Context: an optimization exercise on an open-source flow, tuned for small area, a short achievable clock period and few clock cycles. The choices shown serve that exercise and are no tape-out recipe.
RTL that was checked went through simulation tests only; none was proved equivalent to the original.
For run 1, only the layout was checked, not whether the RTL still works.
Power is estimated from default activity; no workload was simulated.

**flow/run.sh**
```bash
#!/bin/bash
# synth_recipe.tcl (not shown) runs the flow's synth.tcl, then flattens the netlist and writes it again
# the make line also repeats each setting of config.mk as NAME=value (left out here)
make -C /OpenROAD-flow-scripts/flow DESIGN_CONFIG=/design/flow/config.mk WORK_HOME=/design/flow/orfs CLKGATE_MAP_FILE= SYNTH_SCRIPT=/design/flow/synth_recipe.tcl finish
```
**flow/config.mk**
```make
export PLATFORM = sky130hd
export DESIGN_NAME = mips_core
export DESIGN_NICKNAME = mips_core
export VERILOG_FILES = /design/flow/design.v
export SDC_FILE = /design/flow/constraint.sdc
export NUM_CORES = 4
export LEC_CHECK = 0
export CAP_MARGIN = 20
export CORE_MARGIN = 2
export CORE_UTILIZATION = 40
export SLEW_MARGIN = 20
```
**flow/constraint.sdc**
```tcl
create_clock -name core_clock -period 9.5 [get_ports {clk}]
set_input_delay 1.9000 -clock core_clock [delete_from_list [all_inputs] [get_ports {clk}]]
set_output_delay 1.9000 -clock core_clock [all_outputs]
set_load 0.01 [all_outputs]
```
**flow/design.v**
```verilog
`timescale 1ns / 1ps
module mips_core(
    input wire clk,
    input wire rst,
    output wire[31:0] imem_addr,
    input wire[31:0] imem_rdata,
    output wire[31:0] dmem_addr,
    input wire[31:0] dmem_rdata,
    output wire[31:0] dmem_wdata,
    output wire[3:0] dmem_we
    );
reg [11:0] pc;               
reg        e_we;             
reg [4:0]  e_rd;
reg        e_movz;
reg        e_add, e_and, e_or, e_xor, e_nor, e_passb, e_sh, e_clz;
reg        e_passa, e_link, e_load;
reg        e_sll, e_sra;
reg        e_lw, e_lb;
reg        e_store, e_sb;
reg        e_beq, e_bne, e_bgtz, e_jimm, e_jr;
reg [11:0] e_imm;            
reg [31:0] a;                
reg [31:0] b;                
reg [31:0] s;                
reg [3:0]  st_we;
reg [31:2] st_addr;
reg [31:0] st_data;
wire [31:0] rf [0:31];
assign rf[0] = 32'b0;
wire [31:0] sum = a + b;
function [31:0] rev32(input [31:0] x);
    integer k;
    for (k = 0; k < 32; k = k + 1) rev32[k] = x[31-k];
endfunction
wire [4:0]  shamt = e_imm[10:6];
wire [31:0] sh_in = e_sll ? rev32(b) : b;
wire [63:0] sh_ext = {{32{e_sra & b[31]}}, sh_in} >> shamt;
wire [31:0] sh_r = sh_ext[31:0];
wire [31:0] sh_out = e_sll ? rev32(sh_r) : sh_r;
wire [15:0] z1; wire [15:0] c1;
wire [7:0]  z2; wire [15:0] c2;
wire [3:0]  z3; wire [11:0] c3;
wire [1:0]  z4; wire [7:0]  c4;
wire        z5; wire [4:0]  c5;
genvar g;
generate
    for (g = 0; g < 16; g = g + 1) begin : clz1
        assign z1[g] = ~a[2*g+1] & ~a[2*g];
        assign c1[g] = ~a[2*g+1];
    end
    for (g = 0; g < 8; g = g + 1) begin : clz2
        assign z2[g] = z1[2*g+1] & z1[2*g];
        assign c2[2*g+1:2*g] = z1[2*g+1] ? {1'b1, c1[2*g]} : {1'b0, c1[2*g+1]};
    end
    for (g = 0; g < 4; g = g + 1) begin : clz3
        assign z3[g] = z2[2*g+1] & z2[2*g];
        assign c3[3*g+2:3*g] = z2[2*g+1] ? {1'b1, c2[4*g+1:4*g]} : {1'b0, c2[4*g+3:4*g+2]};
    end
    for (g = 0; g < 2; g = g + 1) begin : clz4
        assign z4[g] = z3[2*g+1] & z3[2*g];
        assign c4[4*g+3:4*g] = z3[2*g+1] ? {1'b1, c3[6*g+2:6*g]} : {1'b0, c3[6*g+5:6*g+3]};
    end
endgenerate
assign z5 = z4[1] & z4[0];
assign c5 = z4[1] ? {1'b1, c4[3:0]} : {1'b0, c4[7:4]};
wire [5:0] clz = z5 ? 6'd32 : {1'b0, c5};
wire [12:0] pc_inc = {1'b0, pc} + 13'd1;
wire [31:0] alu =
      ({32{e_add}}   & sum)
    | ({32{e_and}}   & (a & b))
    | ({32{e_or}}    & (a | b))
    | ({32{e_xor}}   & (a ^ b))
    | ({32{e_nor}}   & ~(a | b))
    | ({32{e_passb}} & b)
    | ({32{e_passa}} & a)
    | ({32{e_sh}}    & sh_out)
    | ({32{e_clz}}   & {26'b0, clz})
    | ({32{e_link}}  & {17'b0, pc_inc, 2'b00});
reg [7:0] ld_byte;
always @(*) begin
    case (sum[1:0])
        2'd0: ld_byte = dmem_rdata[7:0];
        2'd1: ld_byte = dmem_rdata[15:8];
        2'd2: ld_byte = dmem_rdata[23:16];
        default: ld_byte = dmem_rdata[31:24];
    endcase
end
wire [31:0] ld = e_lw ? dmem_rdata : {{24{e_lb & ld_byte[7]}}, ld_byte};
wire [31:0] wb = e_load ? ld : alu;
wire hold = e_load & (|st_we);
wire wen = e_we & ~hold & ~(e_movz & (|b));
assign dmem_addr = {st_addr[31:12], (|st_we) ? {st_addr[11:2], 2'b00} : sum[11:0]};
assign dmem_wdata = st_data;
assign dmem_we = st_we;
wire [3:0] st_we_next = ~e_store ? 4'b0000 :
                        ~e_sb ? 4'b1111 : (4'b0001 << sum[1:0]);
wire eq = (a == b);
wire taken = (e_beq & eq) | (e_bne & ~eq) | (e_bgtz & ~a[31] & (|a))
           | e_jimm | e_jr;
wire [11:0] target = e_jimm ? e_imm : e_jr ? a[13:2] : (pc + e_imm);
wire [11:0] pc_next = hold ? pc : taken ? target : pc_inc[11:0];
assign imem_addr = {18'b0, pc, 2'b00};
wire [31:0] ins = imem_rdata;
wire [5:0]  op = ins[31:26];
wire [5:0]  fn = ins[5:0];
wire [4:0]  rs = ins[25:21];
wire [4:0]  rt = ins[20:16];
wire [4:0]  rd = ins[15:11];
wire isr     = (op == 6'h00);
wire d_addu  = isr & (fn == 6'h21);
wire d_and   = isr & (fn == 6'h24);
wire d_or    = isr & (fn == 6'h25);
wire d_xor   = isr & (fn == 6'h26);
wire d_nor   = isr & (fn == 6'h27);
wire d_sll   = isr & (fn == 6'h00);
wire d_srl   = isr & (fn == 6'h02);
wire d_sra   = isr & (fn == 6'h03);
wire d_jr    = isr & (fn == 6'h08);
wire d_movz  = isr & (fn == 6'h0A);
wire d_clz   = (op == 6'h1C) & (fn == 6'h20);
wire d_addiu = (op == 6'h09);
wire d_andi  = (op == 6'h0C);
wire d_ori   = (op == 6'h0D);
wire d_xori  = (op == 6'h0E);
wire d_lui   = (op == 6'h0F);
wire d_lw    = (op == 6'h23);
wire d_lb    = (op == 6'h20);
wire d_lbu   = (op == 6'h24);
wire d_sw    = (op == 6'h2B);
wire d_sb    = (op == 6'h28);
wire d_beq   = (op == 6'h04);
wire d_bne   = (op == 6'h05);
wire d_bgtz  = (op == 6'h07);
wire d_j     = (op == 6'h02);
wire d_jal   = (op == 6'h03);
wire d_shift = d_sll | d_srl | d_sra;
wire d_load  = d_lw | d_lb | d_lbu;
wire d_store = d_sw | d_sb;
wire d_wr_rd = d_addu | d_and | d_or | d_xor | d_nor | d_shift | d_movz | d_clz;
wire d_wr_rt = d_addiu | d_andi | d_ori | d_xori | d_lui | d_load;
wire [4:0] d_dst = d_jal ? 5'd31 : d_wr_rd ? rd : rt;
wire d_we = (d_wr_rd | d_wr_rt | d_jal) & (d_dst != 5'd0);
wire d_sext = d_addiu | d_load | d_store;
wire d_zext = d_andi | d_ori | d_xori;
wire [31:0] d_imm = d_lui  ? {ins[15:0], 16'b0} :
                    d_zext ? {16'b0, ins[15:0]} :
                             {{16{ins[15]}}, ins[15:0]};
wire d_useimm = d_sext | d_zext | d_lui;
wire [31:0] sel_rs = 32'd1 << rs;
wire [31:0] sel_rt = 32'd1 << rt;
reg  [31:0] rf_rs, rf_rt;
integer i;
always @(*) begin
    rf_rs = 32'b0;
    rf_rt = 32'b0;
    for (i = 1; i < 32; i = i + 1) begin
        rf_rs = rf_rs | ({32{sel_rs[i]}} & rf[i]);
        rf_rt = rf_rt | ({32{sel_rt[i]}} & rf[i]);
    end
end
wire [31:0] rsv = (wen && e_rd == rs) ? wb : rf_rs;
wire [31:0] rtv = (wen && e_rd == rt) ? wb : rf_rt;
always @(posedge clk) begin
    st_addr <= sum[31:2];
    st_data <= e_sb ? {4{s[7:0]}} : s;
end
always @(posedge clk) if (~hold) begin
    a <= rsv;
    b <= d_useimm ? d_imm : rtv;
    s <= rtv;
    e_rd <= d_dst;
    e_imm <= ins[11:0];
    e_lw <= d_lw;
    e_lb <= d_lb;
    e_sb <= d_sb;
    e_sll <= d_sll;
    e_sra <= d_sra;
end
generate
    for (g = 1; g < 32; g = g + 1) begin : gpr
        reg [31:0] q;
        always @(posedge clk)
            if (wen && e_rd == g) q <= wb;
        assign rf[g] = q;
    end
endgenerate
always @(posedge clk or posedge rst) begin
    if (rst) begin
        pc <= 12'd0;
        st_we <= 4'b0000;
        e_we <= 1'b0;
        e_movz <= 1'b0;
        {e_add, e_and, e_or, e_xor, e_nor, e_passb, e_sh, e_clz} <= 8'b0;
        {e_passa, e_link, e_load} <= 3'b0;
        {e_store, e_beq, e_bne, e_bgtz, e_jimm, e_jr} <= 6'b0;
    end else if (hold) begin
        pc <= pc;
        st_we <= 4'b0000;
    end else begin
        pc <= pc_next;
        st_we <= st_we_next;
        e_we <= d_we;
        e_movz <= d_movz;
        e_add <= d_addu | d_addiu;
        e_and <= d_and | d_andi;
        e_or <= d_or | d_ori;
        e_xor <= d_xor | d_xori;
        e_nor <= d_nor;
        e_passb <= d_lui;
        e_sh <= d_shift;
        e_clz <= d_clz;
        e_passa <= d_movz;
        e_link <= d_jal;
        e_load <= d_load;
        e_store <= d_store;
        e_beq <= d_beq;
        e_bne <= d_bne;
        e_bgtz <= d_bgtz;
        e_jimm <= d_j | d_jal;
        e_jr <= d_jr;
    end
end
endmodule
```
==> results of run 1 <==
logic make-up after synthesis:
family          synth area share [%]
compound gates                  20.3
simple gates                    8.49
buf+inv                         4.14
flops                           60.0
other cells                  0.00635
fa+ha+maj                       1.68
xor+xnor                       0.845
mux                             4.57
layout make-up:
cell class / instances / share of cell area (%)
antenna: 15 / 0.0553
sequential: 1206 / 52.2
tap: 1930 / 3.56
multi-input combinational: 2950 / 32.6
clock inverter: 73 / 1.33
clock buffer: 162 / 5.14
timing repair buffer: 338 / 4.36
inverter: 132 / 0.737
state kept, by name, indices dropped and copies added, names as in the netlist, 5 cells and up:
register and cells:
gpr.q 992, a 32, b 32, s 32, st_data 32, st_addr 30
e_imm 12, pc 12, e_rd 5
per-stage QoR:
| step | setup WS, ns | cells | hold slack [ns] |
|---|---|---|---|
| 3_5_place_dp | 3.37 | 6551 | 0.372 |
| 5_1_grt | 2.83 | 6792 | 0.399 |
| 4_1_cts | 3.08 | 6786 | 0.389 |
| 3_3_place_gp | 3.34 | 6551 | 0.371 |
| 2_1_floorplan | 4.29 | 4706 | 0.348 |
| 6_report | 2.85 | 6806 | 0.394 |
how the worst max path moves through the flow:
stage	endpoint	slack, ns	start
4_1_cts	dmem_addr[9]	3.08	b[1]
3_5_place_dp	b[23]	3.37	imem_rdata[16]
6_report	dmem_addr[9]	2.85	b[1]
3_3_place_gp	b[23]	3.34	imem_rdata[16]
2_1_floorplan	e_load	4.29	st_we[1]
5_1_grt	dmem_addr[9]	2.83	b[1]
cells in the final DEF, fill, tap and decap left out, drive strengths merged, types with 88 or more instances in the layout:
cell,n
mux2i,88
a22o,133
a21oi,184
nand3,148
a22oi,647
clkbuf,163
inv,135
nand2,232
nand4,123
edfxtp,1110
a222oi,91
nor2,229
clkdlybuf4s50,145
o21ai,118
a221oi,148
buf,192
metal layers:
| metal | wire (µm) | global-route usage [%] | vias to the layer above |
|---|---|---|---|
| met5 | 345 | 1.18 | - |
| met4 | 26000 | 24.6 | 22 |
| met3 | 50300 | 17.4 | 1606 |
| met2 | 122000 | 55.3 | 5652 |
| met1 | 100000 | 46.7 | 25094 |
| li1 | - | - | 19283 |
power by group:
| group | total (mW) | leakage (nW) | internal, mW | switching, mW |
|---|---|---|---|---|
| Combinational | 2.59 | 9.44 | 0.948 | 1.65 |
| Sequential | 6.37 | 11.4 | 6.07 | 0.301 |
| Clock | 5.27 | 2.13 | 3.03 | 2.25 |
==> flow_metrics.py, run 1 <==
metrics = {
    "global_routing": {
        "antenna_found_initial": 20,
        "grt_max_degree": 86,
        "overflow": 0,
        "grtUsageTotal_pct": 38.5,
        "grt_pass1_wl_um": 402000,
        "grt_pass1_vias": 48023,
    },
    "timing": {
        "post-route-period-util_pct": 70.0,
        "fin_setup_tns_ns": 0,
        "relSlewSlack_pct": 15.9,
        "setup_violations": 0,
        "hold_viol": 0,
        "period_minus_slack_ns": 6.65,
        "tightestPinTransition_ns": 1.25,
        "rsz0062_at_grt": "false",
        "fmax_mhz": 150,
        "slew_violations": 0,
        "clock_skew_ns": 0.0520,
    },
    "finish": {
        "area_growth_pct": 14.9,
        "multiInputGateArea_um2": 22200,
        "fin_nets": 4902,
        "regArea_um2": 35400,
        "final_util_pct": 46.1,
        "drive_above_1_share_pct": 13.3,
        "finalInstanceArea_um2": 67900,
        "n_fill_cell": 13077,
    },
    "min_path": {
        "hold-path-endpoint": "st_data[0]",
        "min_path_type": "flop to flop",
        "worstHoldStart": "s[0]",
        "hold_depth": 0,
    },
    "floorplanning": {
        "dieArea_um2": 151000,
        "ios": 166,
        "initial_core_util_pct": 40.2,
        "die_h_um": 388,
        "core_area_um2": 147000,
        "rows": 141,
        "die_w_um": 388,
    },
    "yosys": {
        "synth_edf_count": 1110,
        "synth_warnings": 1,
        "synth_ff_type": "edfxtp_1",
        "ys_seq_elements": 1206,
        "synth_top_area_share_pct": 56.4,
        "yosysSeqAreaShare_pct": 60.0,
        "syn-cell-area_um2": 59100,
        "ys_types": 110,
        "yosysMostFrequentCell": "edfxtp_1",
        "synthTopCellsByCount": "edfxtp_1, a22oi_1, clkbuf_1",
        "syn_area_per_cell_um2": 12.6,
        "syn_inst": 4687,
        "async_flop_share_pct": 2.82,
        "synth_area_leader_cell": "edfxtp_1",
        "synth_area_leaders": "edfxtp_1, a22oi_1, a221oi_1",
    },
    "power": {
        "p_leak_nw": 23.0,
        "ir_worst_vdd_uv": 139,
        "finalPower_mw": 14.2,
        "p_per_area_nw_per_um2": 210,
    },
    "run_status": {
        "status": "finished clean",
    },
    "worst_setup_path": {
        "crit_chain": "inv_1 > ha_1 > a211oi_1 > o21ai_0 > a21boi_0 > xnor2_1 > mux2_2 > clkdlybuf4s50_1",
        "crit_cells": 8,
        "r2r-start": "b[1]",
        "worstSetupPathType": "flop to primary output",
        "r2r_end": "b[31]",
        "critical_path_buf_inv_count": 2,
        "required_ns": 7.60,
        "cp_slowest_stage_delay_ns": 0.67,
        "rrSetupSlack_ns": 3.78,
        "cp_max_fo": 10,
        "slowest_stage": "edfxtp_1",
        "end_kind": "primary output",
        "start_kind": "flop",
        "reg2reg_depth": 12,
        "critPathTopFamily": "compound AO/OA/AOI/OAI gates",
        "crit_arrival_ns": 4.75,
    },
    "clocking": {
        "ctsResizeCount": 0,
        "post_cts_buffers": 0,
        "insertion_delay_ns": 0.79,
        "cts_buffers": 130,
        "cts_sinks": 1206,
        "cts_hold_repair.buffers": 0,
        "path_clk_slew_ns": 0.06,
        "cts_htree_levels": 4,
        "root_buffer": "clkbuf_16",
        "cts_tree": "built",
        "clockBufferDepth": 3,
    },
    "flow_run": {
        "maxCapViolCount": 0,
    },
    "placement": {
        "io_buffers": 145,
        "dpl.hpwl_um": 177000,
        "gp_congestion": 0.996,
        "dpl-instance-area_um2": 63400,
    },
    "routing": {
        "vias_per_cell": 7.59,
        "wl_um": 299000,
        "drc": 0,
        "wl_per_cell_um": 43.9,
        "num_vias": 51657,
        "drtIter0Drc": 11086,
        "drtAntennaViolNets": 0,
        "drt_pass1_iterations": 14,
    },
}
==> run 2: changes to the inputs <==
--- a/flow/design.v
+++ b/flow/design.v
@@ -24,9 +24,5 @@
 reg [31:0] b;                
 reg [31:0] s;                
-reg [3:0]  st_we;
-reg [31:2] st_addr;
-reg [31:0] st_data;
-wire [31:0] rf [0:31];
-assign rf[0] = 32'b0;
+reg [31:0] rf [1:31];
 wire [31:0] sum = a + b;
 function [31:0] rev32(input [31:0] x);
@@ -89,16 +85,14 @@
 wire [31:0] ld = e_lw ? dmem_rdata : {{24{e_lb & ld_byte[7]}}, ld_byte};
 wire [31:0] wb = e_load ? ld : alu;
-wire hold = e_load & (|st_we);
-wire wen = e_we & ~hold & ~(e_movz & (|b));
-assign dmem_addr = {st_addr[31:12], (|st_we) ? {st_addr[11:2], 2'b00} : sum[11:0]};
-assign dmem_wdata = st_data;
-assign dmem_we = st_we;
-wire [3:0] st_we_next = ~e_store ? 4'b0000 :
-                        ~e_sb ? 4'b1111 : (4'b0001 << sum[1:0]);
+wire        wen = e_we & ~(e_movz & (|b));
+assign dmem_addr = sum;
+assign dmem_wdata = e_sb ? {4{s[7:0]}} : s;
+assign dmem_we = ~e_store ? 4'b0000 :
+                 ~e_sb ? 4'b1111 : (4'b0001 << sum[1:0]);
 wire eq = (a == b);
 wire taken = (e_beq & eq) | (e_bne & ~eq) | (e_bgtz & ~a[31] & (|a))
            | e_jimm | e_jr;
 wire [11:0] target = e_jimm ? e_imm : e_jr ? a[13:2] : (pc + e_imm);
-wire [11:0] pc_next = hold ? pc : taken ? target : pc_inc[11:0];
+wire [11:0] pc_next = taken ? target : pc_inc[11:0];
 assign imem_addr = {18'b0, pc, 2'b00};
 wire [31:0] ins = imem_rdata;
@@ -148,23 +142,9 @@
                              {{16{ins[15]}}, ins[15:0]};
 wire d_useimm = d_sext | d_zext | d_lui;
-wire [31:0] sel_rs = 32'd1 << rs;
-wire [31:0] sel_rt = 32'd1 << rt;
-reg  [31:0] rf_rs, rf_rt;
-integer i;
-always @(*) begin
-    rf_rs = 32'b0;
-    rf_rt = 32'b0;
-    for (i = 1; i < 32; i = i + 1) begin
-        rf_rs = rf_rs | ({32{sel_rs[i]}} & rf[i]);
-        rf_rt = rf_rt | ({32{sel_rt[i]}} & rf[i]);
-    end
-end
+wire [31:0] rf_rs = (rs == 5'd0) ? 32'b0 : rf[rs];
+wire [31:0] rf_rt = (rt == 5'd0) ? 32'b0 : rf[rt];
 wire [31:0] rsv = (wen && e_rd == rs) ? wb : rf_rs;
 wire [31:0] rtv = (wen && e_rd == rt) ? wb : rf_rt;
 always @(posedge clk) begin
-    st_addr <= sum[31:2];
-    st_data <= e_sb ? {4{s[7:0]}} : s;
-end
-always @(posedge clk) if (~hold) begin
     a <= rsv;
     b <= d_useimm ? d_imm : rtv;
@@ -177,17 +157,9 @@
     e_sll <= d_sll;
     e_sra <= d_sra;
+    if (wen) rf[e_rd] <= wb;
 end
-generate
-    for (g = 1; g < 32; g = g + 1) begin : gpr
-        reg [31:0] q;
-        always @(posedge clk)
-            if (wen && e_rd == g) q <= wb;
-        assign rf[g] = q;
-    end
-endgenerate
 always @(posedge clk or posedge rst) begin
     if (rst) begin
         pc <= 12'd0;
-        st_we <= 4'b0000;
         e_we <= 1'b0;
         e_movz <= 1'b0;
@@ -195,10 +167,6 @@
         {e_passa, e_link, e_load} <= 3'b0;
         {e_store, e_beq, e_bne, e_bgtz, e_jimm, e_jr} <= 6'b0;
-    end else if (hold) begin
-        pc <= pc;
-        st_we <= 4'b0000;
     end else begin
         pc <= pc_next;
-        st_we <= st_we_next;
         e_we <= d_we;
         e_movz <= d_movz;
==> run 2 against run 1 <==
Still clean on timing, DRC and antenna. Sequential cell count decreased by 66. Wire length decreased by 20%. Non-clock buffer count decreased by 56. Clock skew increased by 0.011 ns. Total power decreased by 6.2%. Final area increased by 2.6%. Global-route usage decreased by 8.7 points. Clock power decreased by about 10%. Setup slack got worse by 0.0069 ns. Via count decreased by 13%. Cell count decreased by 3.0%. Core utilization decreased by 0.92 points. Critical endpoint is now dmem_addr[29]. Largest power group unchanged. Highest routed layer unchanged.
==> flow_metrics.py, run 2 <==
metrics = {
    "placement": {
        "gp_congestion": 1.02,
        "io_buffers": 145,
        "place_inst": 6375,
        "dpl-instance-area_um2": 65700,
        "pre_cts_slack_ns": 3.76,
        "dpl.hpwl_um": 154000,
    },
    "finish": {
        "instances_no_fill": 6600,
        "area_growth_pct": 12.4,
        "final_common_cell": "edfxtp_1",
        "finalInstanceArea_um2": 69700,
        "largest_reg_flops": 992,
        "final_util_pct": 45.2,
        "drive_above_1_share_pct": 20.8,
        "fin_nets": 4595,
        "mostFrequentLayoutCells": "edfxtp_1, mux4_2, mux2i_1",
        "largest_register": "rf",
    },
    "worst_setup_path": {
        "slowest_stage": "dfxtp_1",
        "cp_slowest_stage_delay_ns": 0.77,
        "required_ns": 7.60,
        "worstSetupPathType": "flop to primary output",
        "start_kind": "flop",
        "crit_chain": "inv_1 > ha_1 > nand2_1 > nor4_1 > a21oi_1 > o211ai_1 > a311oi_1 > a211oi_1 > clkdlybuf4s50_1",
        "end_kind": "primary output",
        "critPathTopFamily": "compound AO/OA/AOI/OAI gates",
        "cp_max_fo": 13,
        "critical_path_buf_inv_count": 2,
        "crit_arrival_ns": 4.76,
    },
    "timing": {
        "post-route-period-util_pct": 70.1,
        "rsz0062_at_grt": "false",
        "setup_ws_ns": 2.84,
        "tightestPinTransition_ns": 1.21,
        "period_minus_slack_ns": 6.66,
        "slew_violations": 0,
        "clock_skew_ns": 0.0628,
        "hold_viol": 0,
        "relSlewSlack_pct": 19.0,
        "fmax_mhz": 150,
        "timing.hold.ws_ns": 0.569,
        "setup_violations": 0,
        "fin_setup_tns_ns": 0,
    },
    "flow_run": {
        "maxCapViolCount": 0,
    },
    "clocking": {
        "root_buffer": "clkbuf_16",
        "insertion_delay_ns": 0.76,
        "clockBufferDepth": 3,
        "ctsResizeCount": 0,
        "cts_htree_levels": 3,
        "cts_tree": "built",
        "cts_sinks": 1140,
        "cts_buffers": 118,
        "cts_hold_repair.buffers": 0,
        "path_clk_slew_ns": 0.06,
        "post_cts_buffers": 0,
    },
    "yosys": {
        "syn-cell-area_um2": 62000,
        "synthTopCellsByCount": "edfxtp_1, mux4_2, mux2i_1",
        "synth_warnings": 1,
        "ys_seq_elements": 1140,
        "yosysMostFrequentCell": "edfxtp_1",
        "syn_inst": 4433,
        "synth_area_leaders": "edfxtp_1, mux4_2, mux2i_1",
        "synth_ff_type": "edfxtp_1",
        "syn_area_per_cell_um2": 14.0,
        "synth_area_leader_cell": "edfxtp_1",
        "yosysSeqAreaShare_pct": 53.1,
        "synth_edf_count": 992,
        "async_flop_share_pct": 2.63,
        "synth_top_area_share_pct": 48.1,
        "ys_types": 94,
    },
    "floorplanning": {
        "die_h_um": 398,
        "rows": 144,
        "dieArea_um2": 158000,
        "initial_core_util_pct": 40.2,
        "die_w_um": 398,
        "ios": 166,
        "core_area_um2": 154000,
    },
    "power": {
        "p_per_area_nw_per_um2": 192,
        "finalPower_mw": 13.4,
        "p_leak_nw": 23.7,
        "ir_worst_vdd_uv": 160,
    },
    "routing": {
        "vias_per_cell": 6.78,
        "drtAntennaViolNets": 0,
        "wl_per_cell_um": 36.3,
        "wl_um": 240000,
        "drc": 0,
        "num_vias": 44725,
        "drtIter0Drc": 6215,
        "drt_pass1_iterations": 8,
    },
    "global_routing": {
        "grt_pass1_wl_um": 333000,
        "grt_max_degree": 121,
        "grtUsageTotal_pct": 29.8,
        "antenna_found_initial": 5,
        "grt_pass1_vias": 42751,
        "overflow": 0,
    },
    "min_path": {
        "min_path_type": "flop to flop",
    },
    "run_status": {
        "status": "finished clean",
    },
}
[run 2: worst reg2reg max path, delay by kind of cell (launching register included)]
family	cells	cell delay (ns)
muxes	3	1.36
AOI/OAI and AO/OA	3	1.69
buffers and inverters	2	1.08
DFF	1	0.70
and+or+nand+nor	1	0.26
[run 2: area by class of cell]
type                            count  area, µm²
Inverter                          147        554
Multi-Input combinational cell   2762      27100
Clock buffer                      156       3190
Antenna cell                        3       7.51
Clock inverter                     66        736
Fill cell                       13590      84400
Tap cell                         2044       2560
Timing Repair Buffer              282       2560
Sequential cell                  1140      32900
[run 2: power by group]
part | switching [mW] | internal [mW] | total [mW]
Sequential | 0.207 | 5.57 | 5.78
Combinational | 1.76 | 1.08 | 2.84
Clock | 2.00 | 2.74 | 4.74
[run 2: logic make-up (layout without fill, tap and decap cells)]
group                    count (synthesis)  count (layout)  share of synthesized area [%]
flip-flops                            1140            1140                           53.1
AO/OA/AOI/OAI                          981             981                           10.8
XOR/XNOR                                55              55                          0.777
buffers and inverters                  550             651                           3.82
adder cells (fa/ha/maj)                 78              78                           1.59
AND/OR/NAND/NOR                        728             728                           5.35
multiplexers                           900             900                           24.6
other                                    1              23                        0.00605
[run 2: layer usage]
layer  vias to the layer above  track usage [%]  share of wire (%)
met3                       595             6.27                 11
met1                     23157             40.6                 39
met2                      3002             45.4                 45
met5                         -                0              0.020
li1                      17965                -                  -
met4                         6             14.6                5.7
[run 2: path summary, 6_finish.rpt]
check	from	depth (start not counted)	endpoint	slack [ns]
min in group asynchronous	rst	3	pc[4]	1.55
max in group asynchronous	rst	3	e_passa	7.53
worst max-delay path	b[9]	9	dmem_addr[29]	2.84
worst min register to register	e_imm[2]	2	pc[2]	0.57
worst min-delay path	e_imm[2]	2	pc[2]	0.57
worst max register to register	e_imm[6]	9	rf[16][3]	3.94
Testbench counts of run 2, summed over its fixed seeds: cycles 68,347.

static timing again, ports no longer ideal:
The flow's constraints put no driver on any port. The routed layouts listed below were extracted and timed again, unchanged, in two steps. Step 1 sets driving cells, clkbuf_16 on the clock port and buf_2 on the other inputs (assumed; they add their load-dependent delay and slew). Step 2, shift: input delay + t, output delay - t, t = (earliest + latest rising clock arrival at the registers) / 2. This alone moves slack from input paths to output paths. Three values: ideal, step 1, step 2; two values: the first two.
run	t (ns)	setup slack, ns	worst setup path after step 2	worst register clock-pin slew, ns
run 1	0.837	2.851 / 2.776 / 3.051	input to register	0.07 / 0.07
run 2	0.806	2.844 / 2.769 / 3.575	register to output	0.09 / 0.09
After both steps every run listed still meets setup and hold.
